What follows belongs to an exercise in optimizing a design on an open flow for small area and a short achievable clock period; a production flow would make more cautious choices.
Only the layout flow was run in this run; the RTL was not checked for function there.
Power is estimated from default activity; no workload was simulated.

### flow/constraint.sdc
create_clock -name core_clock -period 6.0 [get_ports {CLK}]
set_input_delay 1.2000 -clock core_clock [delete_from_list [all_inputs] [get_ports {CLK}]]
set_output_delay 1.2000 -clock core_clock [all_outputs]
set_load 0.01 [all_outputs]
### flow/design.v
module Aux_Segmentado #(
    parameter integer W = 1
) (
    input  logic [W-1:0]  R,
    input  logic          b,
    input  logic [31:0]   Dx,
    input  logic          sd,
    output logic [W:0]    R_out,
    output logic          qbit
);
    logic [W:0] T;
    logic [W+2:0] s;
    logic hz;
    assign T = {R, b};
    assign s = {1'b0, T, 1'b1} + {1'b0, ~Dx[W:0], ~sd};
    generate
        if (W + 1 < 32) begin : g_hi
            assign hz = ~|Dx[31:W+1];
        end else begin : g_nohi
            assign hz = 1'b1;
        end
    endgenerate
    assign qbit = s[W+2] & hz;
    assign R_out = qbit ? s[W+1:1] : T;
endmodule
module Dividor_Segmentado #(
    parameter integer tamanyo = 32
) (
    input CLK, RSTa, Start,
    input logic [tamanyo-1:0] Num, Den,
    output logic Done,
    output logic [tamanyo-1:0] Coc, Res
);
    logic v0, sn0, sq0, sd0;
    logic [31:0] dx0, qr0;
    logic [0:0] r0;
    logic v1, sn1, sq1, sd1;
    logic [31:0] dx1, qr1;
    logic [1:0] r1;
    logic v2, sn2, sq2, sd2;
    logic [31:0] dx2, qr2;
    logic [2:0] r2;
    logic v3, sn3, sq3, sd3;
    logic [31:0] dx3, qr3;
    logic [3:0] r3;
    logic v4, sn4, sq4, sd4;
    logic [31:0] dx4, qr4;
    logic [4:0] r4;
    logic v5, sn5, sq5, sd5;
    logic [31:0] dx5, qr5;
    logic [5:0] r5;
    logic v6, sn6, sq6, sd6;
    logic [31:0] dx6, qr6;
    logic [6:0] r6;
    logic v7, sn7, sq7, sd7;
    logic [31:0] dx7, qr7;
    logic [7:0] r7;
    logic v8, sn8, sq8, sd8;
    logic [31:0] dx8, qr8;
    logic [8:0] r8;
    logic v9, sn9, sq9, sd9;
    logic [31:0] dx9, qr9;
    logic [9:0] r9;
    logic v10, sn10, sq10, sd10;
    logic [31:0] dx10, qr10;
    logic [10:0] r10;
    logic v11, sn11, sq11, sd11;
    logic [31:0] dx11, qr11;
    logic [11:0] r11;
    logic v12, sn12, sq12, sd12;
    logic [31:0] dx12, qr12;
    logic [12:0] r12;
    logic v13, sn13, sq13, sd13;
    logic [31:0] dx13, qr13;
    logic [13:0] r13;
    logic v14, sn14, sq14, sd14;
    logic [31:0] dx14, qr14;
    logic [14:0] r14;
    logic v15, sn15, sq15, sd15;
    logic [31:0] dx15, qr15;
    logic [15:0] r15;
    logic v16, sn16, sq16, sd16;
    logic [31:0] dx16, qr16;
    logic [16:0] r16;
    logic v17, sn17, sq17, sd17;
    logic [31:0] dx17, qr17;
    logic [17:0] r17;
    logic v18, sn18, sq18, sd18;
    logic [31:0] dx18, qr18;
    logic [18:0] r18;
    logic v19, sn19, sq19, sd19;
    logic [31:0] dx19, qr19;
    logic [19:0] r19;
    logic v20, sn20, sq20, sd20;
    logic [31:0] dx20, qr20;
    logic [20:0] r20;
    logic v21, sn21, sq21, sd21;
    logic [31:0] dx21, qr21;
    logic [21:0] r21;
    logic v22, sn22, sq22, sd22;
    logic [31:0] dx22, qr22;
    logic [22:0] r22;
    logic v23, sn23, sq23, sd23;
    logic [31:0] dx23, qr23;
    logic [23:0] r23;
    logic v24, sn24, sq24, sd24;
    logic [31:0] dx24, qr24;
    logic [24:0] r24;
    logic v25, sn25, sq25, sd25;
    logic [31:0] dx25, qr25;
    logic [25:0] r25;
    logic v26, sn26, sq26, sd26;
    logic [31:0] dx26, qr26;
    logic [26:0] r26;
    logic v27, sn27, sq27, sd27;
    logic [31:0] dx27, qr27;
    logic [27:0] r27;
    logic v28, sn28, sq28, sd28;
    logic [31:0] dx28, qr28;
    logic [28:0] r28;
    logic v29, sn29, sq29, sd29;
    logic [31:0] dx29, qr29;
    logic [29:0] r29;
    logic v30, sn30, sq30, sd30;
    logic [31:0] dx30, qr30;
    logic [30:0] r30;
    logic v31, sn31, sq31, sd31;
    logic [31:0] dx31, qr31;
    logic [31:0] r31;
    logic [31:0] nabs, dxin;
    assign nabs = Num[31] ? (~Num + 32'd1) : Num;
    assign dxin = Den ^ {32{Den[31]}};
    logic [0:0] rr0_0; logic qb0_0;
    logic m0_0_0, m1_0_0;
    assign m0_0_0 = (dxin == 32'd0) & ~Den[31];
    assign m1_0_0 = (dxin == 32'd0) ? Den[31] : ((dxin == 32'd1) & ~Den[31]);
    assign qb0_0 = m0_0_0 | (m1_0_0 & nabs[31]);
    assign rr0_0 = nabs[31] & ~m1_0_0;
    logic [31:0] qq0_0;
    assign qq0_0 = {nabs[30:0], qb0_0};
    always_ff @(posedge CLK, negedge RSTa)
        if (!RSTa) v0 <= 1'b0;
        else v0 <= Start;
    always_ff @(posedge CLK) begin
        sn0 <= Num[31];
        sq0 <= Num[31] ^ Den[31];
        sd0 <= Den[31];
        dx0 <= dxin;
        qr0 <= qq0_0;
        r0 <= rr0_0;
    end
    logic [1:0] rr1_0; logic qb1_0;
    Aux_Segmentado #(.W(1)) u_step1_0 (.R(r0), .b(qr0[31]), .Dx(dx0), .sd(sd0), .R_out(rr1_0), .qbit(qb1_0));
    logic [31:0] qq1_0;
    assign qq1_0 = {qr0[30:0], qb1_0};
    always_ff @(posedge CLK, negedge RSTa)
        if (!RSTa) v1 <= 1'b0;
        else v1 <= v0;
    always_ff @(posedge CLK) begin
        sn1 <= sn0;
        sq1 <= sq0;
        sd1 <= sd0;
        dx1 <= dx0;
        qr1 <= qq1_0;
        r1 <= rr1_0;
    end
    logic [2:0] rr2_0; logic qb2_0;
    Aux_Segmentado #(.W(2)) u_step2_0 (.R(r1), .b(qr1[31]), .Dx(dx1), .sd(sd1), .R_out(rr2_0), .qbit(qb2_0));
    logic [31:0] qq2_0;
    assign qq2_0 = {qr1[30:0], qb2_0};
    always_ff @(posedge CLK, negedge RSTa)
        if (!RSTa) v2 <= 1'b0;
        else v2 <= v1;
    always_ff @(posedge CLK) begin
        sn2 <= sn1;
        sq2 <= sq1;
        sd2 <= sd1;
        dx2 <= dx1;
        qr2 <= qq2_0;
        r2 <= rr2_0;
    end
    logic [3:0] rr3_0; logic qb3_0;
    Aux_Segmentado #(.W(3)) u_step3_0 (.R(r2), .b(qr2[31]), .Dx(dx2), .sd(sd2), .R_out(rr3_0), .qbit(qb3_0));
    logic [31:0] qq3_0;
    assign qq3_0 = {qr2[30:0], qb3_0};
    always_ff @(posedge CLK, negedge RSTa)
        if (!RSTa) v3 <= 1'b0;
        else v3 <= v2;
    always_ff @(posedge CLK) begin
        sn3 <= sn2;
        sq3 <= sq2;
        sd3 <= sd2;
        dx3 <= dx2;
        qr3 <= qq3_0;
        r3 <= rr3_0;
    end
    logic [4:0] rr4_0; logic qb4_0;
    Aux_Segmentado #(.W(4)) u_step4_0 (.R(r3), .b(qr3[31]), .Dx(dx3), .sd(sd3), .R_out(rr4_0), .qbit(qb4_0));
    logic [31:0] qq4_0;
    assign qq4_0 = {qr3[30:0], qb4_0};
    always_ff @(posedge CLK, negedge RSTa)
        if (!RSTa) v4 <= 1'b0;
        else v4 <= v3;
    always_ff @(posedge CLK) begin
        sn4 <= sn3;
        sq4 <= sq3;
        sd4 <= sd3;
        dx4 <= dx3;
        qr4 <= qq4_0;
        r4 <= rr4_0;
    end
    logic [5:0] rr5_0; logic qb5_0;
    Aux_Segmentado #(.W(5)) u_step5_0 (.R(r4), .b(qr4[31]), .Dx(dx4), .sd(sd4), .R_out(rr5_0), .qbit(qb5_0));
    logic [31:0] qq5_0;
    assign qq5_0 = {qr4[30:0], qb5_0};
    always_ff @(posedge CLK, negedge RSTa)
        if (!RSTa) v5 <= 1'b0;
        else v5 <= v4;
    always_ff @(posedge CLK) begin
        sn5 <= sn4;
        sq5 <= sq4;
        sd5 <= sd4;
        dx5 <= dx4;
        qr5 <= qq5_0;
        r5 <= rr5_0;
    end
    logic [6:0] rr6_0; logic qb6_0;
    Aux_Segmentado #(.W(6)) u_step6_0 (.R(r5), .b(qr5[31]), .Dx(dx5), .sd(sd5), .R_out(rr6_0), .qbit(qb6_0));
    logic [31:0] qq6_0;
    assign qq6_0 = {qr5[30:0], qb6_0};
    always_ff @(posedge CLK, negedge RSTa)
        if (!RSTa) v6 <= 1'b0;
        else v6 <= v5;
    always_ff @(posedge CLK) begin
        sn6 <= sn5;
        sq6 <= sq5;
        sd6 <= sd5;
        dx6 <= dx5;
        qr6 <= qq6_0;
        r6 <= rr6_0;
    end
    logic [7:0] rr7_0; logic qb7_0;
    Aux_Segmentado #(.W(7)) u_step7_0 (.R(r6), .b(qr6[31]), .Dx(dx6), .sd(sd6), .R_out(rr7_0), .qbit(qb7_0));
    logic [31:0] qq7_0;
    assign qq7_0 = {qr6[30:0], qb7_0};
    always_ff @(posedge CLK, negedge RSTa)
        if (!RSTa) v7 <= 1'b0;
        else v7 <= v6;
    always_ff @(posedge CLK) begin
        sn7 <= sn6;
        sq7 <= sq6;
        sd7 <= sd6;
        dx7 <= dx6;
        qr7 <= qq7_0;
        r7 <= rr7_0;
    end
    logic [8:0] rr8_0; logic qb8_0;
    Aux_Segmentado #(.W(8)) u_step8_0 (.R(r7), .b(qr7[31]), .Dx(dx7), .sd(sd7), .R_out(rr8_0), .qbit(qb8_0));
    logic [31:0] qq8_0;
    assign qq8_0 = {qr7[30:0], qb8_0};
    always_ff @(posedge CLK, negedge RSTa)
        if (!RSTa) v8 <= 1'b0;
        else v8 <= v7;
    always_ff @(posedge CLK) begin
        sn8 <= sn7;
        sq8 <= sq7;
        sd8 <= sd7;
        dx8 <= dx7;
        qr8 <= qq8_0;
        r8 <= rr8_0;
    end
    logic [9:0] rr9_0; logic qb9_0;
    Aux_Segmentado #(.W(9)) u_step9_0 (.R(r8), .b(qr8[31]), .Dx(dx8), .sd(sd8), .R_out(rr9_0), .qbit(qb9_0));
    logic [31:0] qq9_0;
    assign qq9_0 = {qr8[30:0], qb9_0};
    always_ff @(posedge CLK, negedge RSTa)
        if (!RSTa) v9 <= 1'b0;
        else v9 <= v8;
    always_ff @(posedge CLK) begin
        sn9 <= sn8;
        sq9 <= sq8;
        sd9 <= sd8;
        dx9 <= dx8;
        qr9 <= qq9_0;
        r9 <= rr9_0;
    end
    logic [10:0] rr10_0; logic qb10_0;
    Aux_Segmentado #(.W(10)) u_step10_0 (.R(r9), .b(qr9[31]), .Dx(dx9), .sd(sd9), .R_out(rr10_0), .qbit(qb10_0));
    logic [31:0] qq10_0;
    assign qq10_0 = {qr9[30:0], qb10_0};
    always_ff @(posedge CLK, negedge RSTa)
        if (!RSTa) v10 <= 1'b0;
        else v10 <= v9;
    always_ff @(posedge CLK) begin
        sn10 <= sn9;
        sq10 <= sq9;
        sd10 <= sd9;
        dx10 <= dx9;
        qr10 <= qq10_0;
        r10 <= rr10_0;
    end
    logic [11:0] rr11_0; logic qb11_0;
    Aux_Segmentado #(.W(11)) u_step11_0 (.R(r10), .b(qr10[31]), .Dx(dx10), .sd(sd10), .R_out(rr11_0), .qbit(qb11_0));
    logic [31:0] qq11_0;
    assign qq11_0 = {qr10[30:0], qb11_0};
    always_ff @(posedge CLK, negedge RSTa)
        if (!RSTa) v11 <= 1'b0;
        else v11 <= v10;
    always_ff @(posedge CLK) begin
        sn11 <= sn10;
        sq11 <= sq10;
        sd11 <= sd10;
        dx11 <= dx10;
        qr11 <= qq11_0;
        r11 <= rr11_0;
    end
    logic [12:0] rr12_0; logic qb12_0;
    Aux_Segmentado #(.W(12)) u_step12_0 (.R(r11), .b(qr11[31]), .Dx(dx11), .sd(sd11), .R_out(rr12_0), .qbit(qb12_0));
    logic [31:0] qq12_0;
    assign qq12_0 = {qr11[30:0], qb12_0};
    always_ff @(posedge CLK, negedge RSTa)
        if (!RSTa) v12 <= 1'b0;
        else v12 <= v11;
    always_ff @(posedge CLK) begin
        sn12 <= sn11;
        sq12 <= sq11;
        sd12 <= sd11;
        dx12 <= dx11;
        qr12 <= qq12_0;
        r12 <= rr12_0;
    end
    logic [13:0] rr13_0; logic qb13_0;
    Aux_Segmentado #(.W(13)) u_step13_0 (.R(r12), .b(qr12[31]), .Dx(dx12), .sd(sd12), .R_out(rr13_0), .qbit(qb13_0));
    logic [31:0] qq13_0;
    assign qq13_0 = {qr12[30:0], qb13_0};
    always_ff @(posedge CLK, negedge RSTa)
        if (!RSTa) v13 <= 1'b0;
        else v13 <= v12;
    always_ff @(posedge CLK) begin
        sn13 <= sn12;
        sq13 <= sq12;
        sd13 <= sd12;
        dx13 <= dx12;
        qr13 <= qq13_0;
        r13 <= rr13_0;
    end
    logic [14:0] rr14_0; logic qb14_0;
    Aux_Segmentado #(.W(14)) u_step14_0 (.R(r13), .b(qr13[31]), .Dx(dx13), .sd(sd13), .R_out(rr14_0), .qbit(qb14_0));
    logic [31:0] qq14_0;
    assign qq14_0 = {qr13[30:0], qb14_0};
    always_ff @(posedge CLK, negedge RSTa)
        if (!RSTa) v14 <= 1'b0;
        else v14 <= v13;
    always_ff @(posedge CLK) begin
        sn14 <= sn13;
        sq14 <= sq13;
        sd14 <= sd13;
        dx14 <= dx13;
        qr14 <= qq14_0;
        r14 <= rr14_0;
    end
    logic [15:0] rr15_0; logic qb15_0;
    Aux_Segmentado #(.W(15)) u_step15_0 (.R(r14), .b(qr14[31]), .Dx(dx14), .sd(sd14), .R_out(rr15_0), .qbit(qb15_0));
    logic [31:0] qq15_0;
    assign qq15_0 = {qr14[30:0], qb15_0};
    always_ff @(posedge CLK, negedge RSTa)
        if (!RSTa) v15 <= 1'b0;
        else v15 <= v14;
    always_ff @(posedge CLK) begin
        sn15 <= sn14;
        sq15 <= sq14;
        sd15 <= sd14;
        dx15 <= dx14;
        qr15 <= qq15_0;
        r15 <= rr15_0;
    end
    logic [16:0] rr16_0; logic qb16_0;
    Aux_Segmentado #(.W(16)) u_step16_0 (.R(r15), .b(qr15[31]), .Dx(dx15), .sd(sd15), .R_out(rr16_0), .qbit(qb16_0));
    logic [31:0] qq16_0;
    assign qq16_0 = {qr15[30:0], qb16_0};
    always_ff @(posedge CLK, negedge RSTa)
        if (!RSTa) v16 <= 1'b0;
        else v16 <= v15;
    always_ff @(posedge CLK) begin
        sn16 <= sn15;
        sq16 <= sq15;
        sd16 <= sd15;
        dx16 <= dx15;
        qr16 <= qq16_0;
        r16 <= rr16_0;
    end
    logic [17:0] rr17_0; logic qb17_0;
    Aux_Segmentado #(.W(17)) u_step17_0 (.R(r16), .b(qr16[31]), .Dx(dx16), .sd(sd16), .R_out(rr17_0), .qbit(qb17_0));
    logic [31:0] qq17_0;
    assign qq17_0 = {qr16[30:0], qb17_0};
    always_ff @(posedge CLK, negedge RSTa)
        if (!RSTa) v17 <= 1'b0;
        else v17 <= v16;
    always_ff @(posedge CLK) begin
        sn17 <= sn16;
        sq17 <= sq16;
        sd17 <= sd16;
        dx17 <= dx16;
        qr17 <= qq17_0;
        r17 <= rr17_0;
    end
    logic [18:0] rr18_0; logic qb18_0;
    Aux_Segmentado #(.W(18)) u_step18_0 (.R(r17), .b(qr17[31]), .Dx(dx17), .sd(sd17), .R_out(rr18_0), .qbit(qb18_0));
    logic [31:0] qq18_0;
    assign qq18_0 = {qr17[30:0], qb18_0};
    always_ff @(posedge CLK, negedge RSTa)
        if (!RSTa) v18 <= 1'b0;
        else v18 <= v17;
    always_ff @(posedge CLK) begin
        sn18 <= sn17;
        sq18 <= sq17;
        sd18 <= sd17;
        dx18 <= dx17;
        qr18 <= qq18_0;
        r18 <= rr18_0;
    end
    logic [19:0] rr19_0; logic qb19_0;
    Aux_Segmentado #(.W(19)) u_step19_0 (.R(r18), .b(qr18[31]), .Dx(dx18), .sd(sd18), .R_out(rr19_0), .qbit(qb19_0));
    logic [31:0] qq19_0;
    assign qq19_0 = {qr18[30:0], qb19_0};
    always_ff @(posedge CLK, negedge RSTa)
        if (!RSTa) v19 <= 1'b0;
        else v19 <= v18;
    always_ff @(posedge CLK) begin
        sn19 <= sn18;
        sq19 <= sq18;
        sd19 <= sd18;
        dx19 <= dx18;
        qr19 <= qq19_0;
        r19 <= rr19_0;
    end
    logic [20:0] rr20_0; logic qb20_0;
    Aux_Segmentado #(.W(20)) u_step20_0 (.R(r19), .b(qr19[31]), .Dx(dx19), .sd(sd19), .R_out(rr20_0), .qbit(qb20_0));
    logic [31:0] qq20_0;
    assign qq20_0 = {qr19[30:0], qb20_0};
    always_ff @(posedge CLK, negedge RSTa)
        if (!RSTa) v20 <= 1'b0;
        else v20 <= v19;
    always_ff @(posedge CLK) begin
        sn20 <= sn19;
        sq20 <= sq19;
        sd20 <= sd19;
        dx20 <= dx19;
        qr20 <= qq20_0;
        r20 <= rr20_0;
    end
    logic [21:0] rr21_0; logic qb21_0;
    Aux_Segmentado #(.W(21)) u_step21_0 (.R(r20), .b(qr20[31]), .Dx(dx20), .sd(sd20), .R_out(rr21_0), .qbit(qb21_0));
    logic [31:0] qq21_0;
    assign qq21_0 = {qr20[30:0], qb21_0};
    always_ff @(posedge CLK, negedge RSTa)
        if (!RSTa) v21 <= 1'b0;
        else v21 <= v20;
    always_ff @(posedge CLK) begin
        sn21 <= sn20;
        sq21 <= sq20;
        sd21 <= sd20;
        dx21 <= dx20;
        qr21 <= qq21_0;
        r21 <= rr21_0;
    end
    logic [22:0] rr22_0; logic qb22_0;
    Aux_Segmentado #(.W(22)) u_step22_0 (.R(r21), .b(qr21[31]), .Dx(dx21), .sd(sd21), .R_out(rr22_0), .qbit(qb22_0));
    logic [31:0] qq22_0;
    assign qq22_0 = {qr21[30:0], qb22_0};
    always_ff @(posedge CLK, negedge RSTa)
        if (!RSTa) v22 <= 1'b0;
        else v22 <= v21;
    always_ff @(posedge CLK) begin
        sn22 <= sn21;
        sq22 <= sq21;
        sd22 <= sd21;
        dx22 <= dx21;
        qr22 <= qq22_0;
        r22 <= rr22_0;
    end
    logic [23:0] rr23_0; logic qb23_0;
    Aux_Segmentado #(.W(23)) u_step23_0 (.R(r22), .b(qr22[31]), .Dx(dx22), .sd(sd22), .R_out(rr23_0), .qbit(qb23_0));
    logic [31:0] qq23_0;
    assign qq23_0 = {qr22[30:0], qb23_0};
    always_ff @(posedge CLK, negedge RSTa)
        if (!RSTa) v23 <= 1'b0;
        else v23 <= v22;
    always_ff @(posedge CLK) begin
        sn23 <= sn22;
        sq23 <= sq22;
        sd23 <= sd22;
        dx23 <= dx22;
        qr23 <= qq23_0;
        r23 <= rr23_0;
    end
    logic [24:0] rr24_0; logic qb24_0;
    Aux_Segmentado #(.W(24)) u_step24_0 (.R(r23), .b(qr23[31]), .Dx(dx23), .sd(sd23), .R_out(rr24_0), .qbit(qb24_0));
    logic [31:0] qq24_0;
    assign qq24_0 = {qr23[30:0], qb24_0};
    always_ff @(posedge CLK, negedge RSTa)
        if (!RSTa) v24 <= 1'b0;
        else v24 <= v23;
    always_ff @(posedge CLK) begin
        sn24 <= sn23;
        sq24 <= sq23;
        sd24 <= sd23;
        dx24 <= dx23;
        qr24 <= qq24_0;
        r24 <= rr24_0;
    end
    logic [25:0] rr25_0; logic qb25_0;
    Aux_Segmentado #(.W(25)) u_step25_0 (.R(r24), .b(qr24[31]), .Dx(dx24), .sd(sd24), .R_out(rr25_0), .qbit(qb25_0));
    logic [31:0] qq25_0;
    assign qq25_0 = {qr24[30:0], qb25_0};
    always_ff @(posedge CLK, negedge RSTa)
        if (!RSTa) v25 <= 1'b0;
        else v25 <= v24;
    always_ff @(posedge CLK) begin
        sn25 <= sn24;
        sq25 <= sq24;
        sd25 <= sd24;
        dx25 <= dx24;
        qr25 <= qq25_0;
        r25 <= rr25_0;
    end
    logic [26:0] rr26_0; logic qb26_0;
    Aux_Segmentado #(.W(26)) u_step26_0 (.R(r25), .b(qr25[31]), .Dx(dx25), .sd(sd25), .R_out(rr26_0), .qbit(qb26_0));
    logic [31:0] qq26_0;
    assign qq26_0 = {qr25[30:0], qb26_0};
    always_ff @(posedge CLK, negedge RSTa)
        if (!RSTa) v26 <= 1'b0;
        else v26 <= v25;
    always_ff @(posedge CLK) begin
        sn26 <= sn25;
        sq26 <= sq25;
        sd26 <= sd25;
        dx26 <= dx25;
        qr26 <= qq26_0;
        r26 <= rr26_0;
    end
    logic [27:0] rr27_0; logic qb27_0;
    Aux_Segmentado #(.W(27)) u_step27_0 (.R(r26), .b(qr26[31]), .Dx(dx26), .sd(sd26), .R_out(rr27_0), .qbit(qb27_0));
    logic [31:0] qq27_0;
    assign qq27_0 = {qr26[30:0], qb27_0};
    always_ff @(posedge CLK, negedge RSTa)
        if (!RSTa) v27 <= 1'b0;
        else v27 <= v26;
    always_ff @(posedge CLK) begin
        sn27 <= sn26;
        sq27 <= sq26;
        sd27 <= sd26;
        dx27 <= dx26;
        qr27 <= qq27_0;
        r27 <= rr27_0;
    end
    logic [28:0] rr28_0; logic qb28_0;
    Aux_Segmentado #(.W(28)) u_step28_0 (.R(r27), .b(qr27[31]), .Dx(dx27), .sd(sd27), .R_out(rr28_0), .qbit(qb28_0));
    logic [31:0] qq28_0;
    assign qq28_0 = {qr27[30:0], qb28_0};
    always_ff @(posedge CLK, negedge RSTa)
        if (!RSTa) v28 <= 1'b0;
        else v28 <= v27;
    always_ff @(posedge CLK) begin
        sn28 <= sn27;
        sq28 <= sq27;
        sd28 <= sd27;
        dx28 <= dx27;
        qr28 <= qq28_0;
        r28 <= rr28_0;
    end
    logic [29:0] rr29_0; logic qb29_0;
    Aux_Segmentado #(.W(29)) u_step29_0 (.R(r28), .b(qr28[31]), .Dx(dx28), .sd(sd28), .R_out(rr29_0), .qbit(qb29_0));
    logic [31:0] qq29_0;
    assign qq29_0 = {qr28[30:0], qb29_0};
    always_ff @(posedge CLK, negedge RSTa)
        if (!RSTa) v29 <= 1'b0;
        else v29 <= v28;
    always_ff @(posedge CLK) begin
        sn29 <= sn28;
        sq29 <= sq28;
        sd29 <= sd28;
        dx29 <= dx28;
        qr29 <= qq29_0;
        r29 <= rr29_0;
    end
    logic [30:0] rr30_0; logic qb30_0;
    Aux_Segmentado #(.W(30)) u_step30_0 (.R(r29), .b(qr29[31]), .Dx(dx29), .sd(sd29), .R_out(rr30_0), .qbit(qb30_0));
    logic [31:0] qq30_0;
    assign qq30_0 = {qr29[30:0], qb30_0};
    always_ff @(posedge CLK, negedge RSTa)
        if (!RSTa) v30 <= 1'b0;
        else v30 <= v29;
    always_ff @(posedge CLK) begin
        sn30 <= sn29;
        sq30 <= sq29;
        sd30 <= sd29;
        dx30 <= dx29;
        qr30 <= qq30_0;
        r30 <= rr30_0;
    end
    logic [31:0] rr31_0; logic qb31_0;
    Aux_Segmentado #(.W(31)) u_step31_0 (.R(r30), .b(qr30[31]), .Dx(dx30), .sd(sd30), .R_out(rr31_0), .qbit(qb31_0));
    logic [31:0] qq31_0;
    assign qq31_0 = {qr30[30:0], qb31_0};
    always_ff @(posedge CLK, negedge RSTa)
        if (!RSTa) v31 <= 1'b0;
        else v31 <= v30;
    always_ff @(posedge CLK) begin
        sn31 <= sn30;
        sq31 <= sq30;
        sd31 <= sd30;
        dx31 <= dx30;
        qr31 <= qq31_0;
        r31 <= rr31_0;
    end
    always_ff @(posedge CLK, negedge RSTa)
        if (!RSTa) Done <= 1'b0;
        else Done <= v31;
    always_ff @(posedge CLK) begin
        Coc <= sq31 ? (~qr31 + 32'd1) : qr31;
        Res <= sn31 ? (~r31 + 32'd1) : r31;
    end
endmodule
### flow/config.mk
export PLATFORM = sky130hd
export DESIGN_NAME = Dividor_Segmentado
export DESIGN_NICKNAME = Dividor_Segmentado
export VERILOG_FILES = /design/flow/design.v
export SDC_FILE = /design/flow/constraint.sdc
export NUM_CORES = 4
export LEC_CHECK = 0
export CAP_MARGIN = 20
export CORE_MARGIN = 2
export CORE_UTILIZATION = 40
export SETUP_SLACK_MARGIN = 2.5
export SLEW_MARGIN = 20
### flow/run.sh
#!/bin/bash
# synth_recipe.tcl (not shown) runs the flow's synth.tcl, then flattens the netlist and writes it again
# the make line also repeats each setting of config.mk as NAME=value (left out here)
make -C /OpenROAD-flow-scripts/flow DESIGN_CONFIG=/design/flow/config.mk WORK_HOME=/design/flow/orfs CLKGATE_MAP_FILE= SYNTH_SCRIPT=/design/flow/synth_recipe.tcl finish
==> summary.txt <==
* Status: no timing/DRC/antenna violations
* Netlist cell types at 82
* FF-to-FF Start: dx28[2]$_DFF_P_
* Clock Latency Late Sink at 0.90 ns
* Peak supply drop at 0.2999 mV
* Hold Path Class: flip-flop to flip-flop
* RSZ-0062 raised after global routing: true
* Vias in the first global route at 53,260
* GR Util met2 at 23.13%
* Layout cells sized above 1 at 12.07%
* CTS tree: built
* PortBufs at 131
* Crit-path cells: inv_1 -> ha_4 -> o211ai_1 -> a21oi_2 -> o21ai_2 -> a21oi_2 -> o2111ai_2 -> a311oi_2 -> buf_4 -> a2111oi_4 -> buf_4 -> o41ai_4 -> a21oi_4 -> buf_6 -> buf_12 -> buf_16 -> mux2_4
* Hold wc startpoint: qr11[20]$_DFF_P_
* Hold Vio Cnt, Final at 0
* Met1 Use GR at 19.35%
* Drt pass-1 iters at 6
* Synth Net Count at 8,513
* Count leader, synth: dfxtp_1
* Remaining routing DRC violations at 0
* Seq cells post-synth at 2,705
* Initial antenna violation count at 1
* Pre-CTS setup slack at 1.515 ns
* Util after Layout at 47.61%
* Pin count of the biggest net entering global routing at 47
* Clk sinks at 2,705
* MaxCap Viol Count at 0
* Reg clk slew, reported paths at 0.06 ns
* GRT Util Overall at 14.36%
* Setup crit start: dx28[2]$_DFF_P_
* Clock Skews at 0.04009 ns
* Final setup viols at 0
* Setup WS post-layout at 2.409 ns
* GPL Wtd Cong at 0.8346
* Share of the synthesized area in the top cell type at 59.82%
* Root Driver: clkbuf_16
* Ranking of synthesized cells by area: dfxtp_1 60%, ha_1 7.4%, xnor2_1 3.4%
* Initial core utilization at 40.23%
* # nets final at 8,923
* Min-Delay Endpoint: qr12[21]$_DFF_P_
* Mean post-synth cell area at 11.34 um2
* CP max-delay cell: o41ai_4
* Total power at 48.84 mW
* Area grow syn2layout at 18.36%
* Sum Neg Setup Slack at 0 ns
* CP endpoint kind: flip-flop
* Buf/Inv on CP at 6
* Drt via density at 4.727
* Fin area at 0.1058 mm2
* Post-Route WL at 168.5 mm
* First-pass GRT wire length at 271.6 mm
* Fin crit period at 3.591 ns
* Largest area contributor in the netlist: dfxtp_1
* Actual slew at the worst max-slew pin at 1.293 ns
* Top post-synthesis cells by count: 2,672 x dfxtp_1, 730 x inv_1, 529 x ha_1
* Gr busiest metal: met2
* First DRT Iteration DRCs at 2,913
* Reg2Reg Setup Slack at 2.41 ns
* Max Buffers Root-to-Sink at 4
* Fin crit share at 59.85%
* Placed Cells at 10,900
* Leakage power at 46.77 nW
* Number of diodes at 0
* Io pins at 132
* DP Area at 0.09427 mm2
* DIE WIDTH at 476.8 um
* CP peak stage delay at 0.42 ns
* Cell family with most CP delay: compound AO/OA/AOI/OAI gates
* Hold Slack at 0.3028 ns
* R2R Path End: r29[11]$_DFF_P_
* Worst-case reg-to-reg path depth at 17
* Crit Path Max Fanout at 5
* Cell area after synthesis at 0.08942 mm2
* Final ANT Viol Nets at 0
* Crit path kind: flip-flop to flip-flop
* Post-synth EDFFs at 0
* Area of the die at 0.2274 mm2
* Ys async rst share at 1.220%
* WL per Instance at 14.69 um
* Req. time, crit path at 6.76 ns
* Grt met3 use at 2.671%
* Filler Cell Count at 19,900
* Max transition margin at 12.92%
* Pwr/cell area at 461.5 mW/mm2
* Arr. time, crit path at 4.35 ns
* Post-DP HPWL at 119.7 mm
* Seq/Total Area, Yosys at 60.74%
* Global route total overflow at 0
* Crit path launch type: flip-flop
* Die Span Y at 476.8 um
* Fmax at 0.2785 GHz
* Post-Syn Instances at 7,886
* Num rows at 173
* Hold Path Cell Cnt at 0
* Ys Warns at 1
* Vias at 54,200
* Top_reg_cell synth: dfxtp_1
* Finished Layout Cells at 11,470
* Core area at 0.2223 mm2
* CTS H-Tree Depth at 5
* Max Transition Viols Final at 0
* TritonCTS buffer count at 288
-- layout make-up --
type	count	area [um2]	area share (%)
well taps	2975	3722	3.517
repair buffers	222	2357	2.227
flip-flops and latches	2705	54330	51.33
multi-input cells	4348	33200	31.36
inverters	731	2749	2.597
clock buffers	393	8323	7.864
clock inverters	94	1164	1.099
-- routing by layer --
layer,up-vias,share of wire [%]
li1,27680,-
met3,338,5.0
met1,25090,48
met2,1098,45
met4,0,2.7
met5,-,0
-- timing repair --
| action | in CTS | in global routing |
|---|---|---|
| gates cloned | 7 | 8 |
| setup buffers | 31 | 33 |
| pin swaps | 32 | 41 |
| hold buffers | 0 | 0 |
| resized for setup | 129 | 148 |
| endpoints found under the setup margin | 380 | 354 |
-- power breakdown --
group | leakage [nW] | internal, mW | switching (mW)
clock | 4.67 | 10.7 | 6.77
sequential | 22.7 | 20.0 | 1.09
combinational | 19.4 | 4.97 | 5.28
total | 46.8 | 35.7 | 13.1
-- worst max path at each step --
stage                     cells after the start  slack, ns         endpoint
after CTS                                    15       2.43  r30[15]$_DFF_P_
after detailed placement                     13       1.51   r29[4]$_DFF_P_
after global placement                       12       1.27  r29[29]$_DFF_P_
final                                        17       2.41  r29[11]$_DFF_P_
after global routing                         15       2.28  r30[15]$_DFF_P_
after floorplan                               8       2.51  qr0[29]$_DFF_P_
-- kinds of logic after synthesis --
group | count (synthesis) | share of synthesized area (%)
buffers and inverters | 838 | 3.544
adder cells (fa/ha/maj) | 560 | 8.096
AO/OA/AOI/OAI | 1475 | 10.47
flip-flops | 2705 | 60.74
XOR/XNOR | 542 | 5.309
multiplexers | 321 | 4.009
AND/OR/NAND/NOR | 1445 | 7.830
-- cells in the final DEF, fill, tap and decap left out, types with 37 or more instances in the layout --
cell,n
o21a_1,66
nor2_1,348
nand3_1,83
ha_1,513
nor2b_1,74
or4_1,37
o31ai_1,69
inv_1,722
nand2_1,418
xnor2_1,349
dfxtp_1,2661
nor4_1,106
mux2_2,241
mux2_4,53
a21o_1,189
clkbuf_16,300
buf_4,51
clkinv_2,45
clkbuf_8,53
xor2_1,193
nor3_1,105
o21bai_1,41
clkdlybuf4s50_1,128
and3_1,45
nand2b_1,65
o21ai_0,361
a21oi_1,372
or3_1,38
clkbuf_1,43

-- port drivers added, routing unchanged --
The results above use ideal ports. As a check the final layout listed here was re-extracted and re-timed, cells and wires unchanged. Step 1 assumes that a clkbuf_16 drives the clock port and a buf_2 every other input. Step 2, shift: input delay + t, output delay - t, t = (earliest + latest rising clock arrival at the registers) / 2. This alone moves slack from input paths to output paths. Three values: ideal ports, drivers, drivers and shift; two values: the first two.
t (ns): 0.964
slack for setup (ns): 2.409 / 2.409 / 1.792
worst hold slack (ns): 0.303 / 0.303 / 0.303
After both steps setup and hold are still met in this run. For this run, drivers alone change the setup slack by 0.000 ns; drivers and shift together by -0.617 ns.
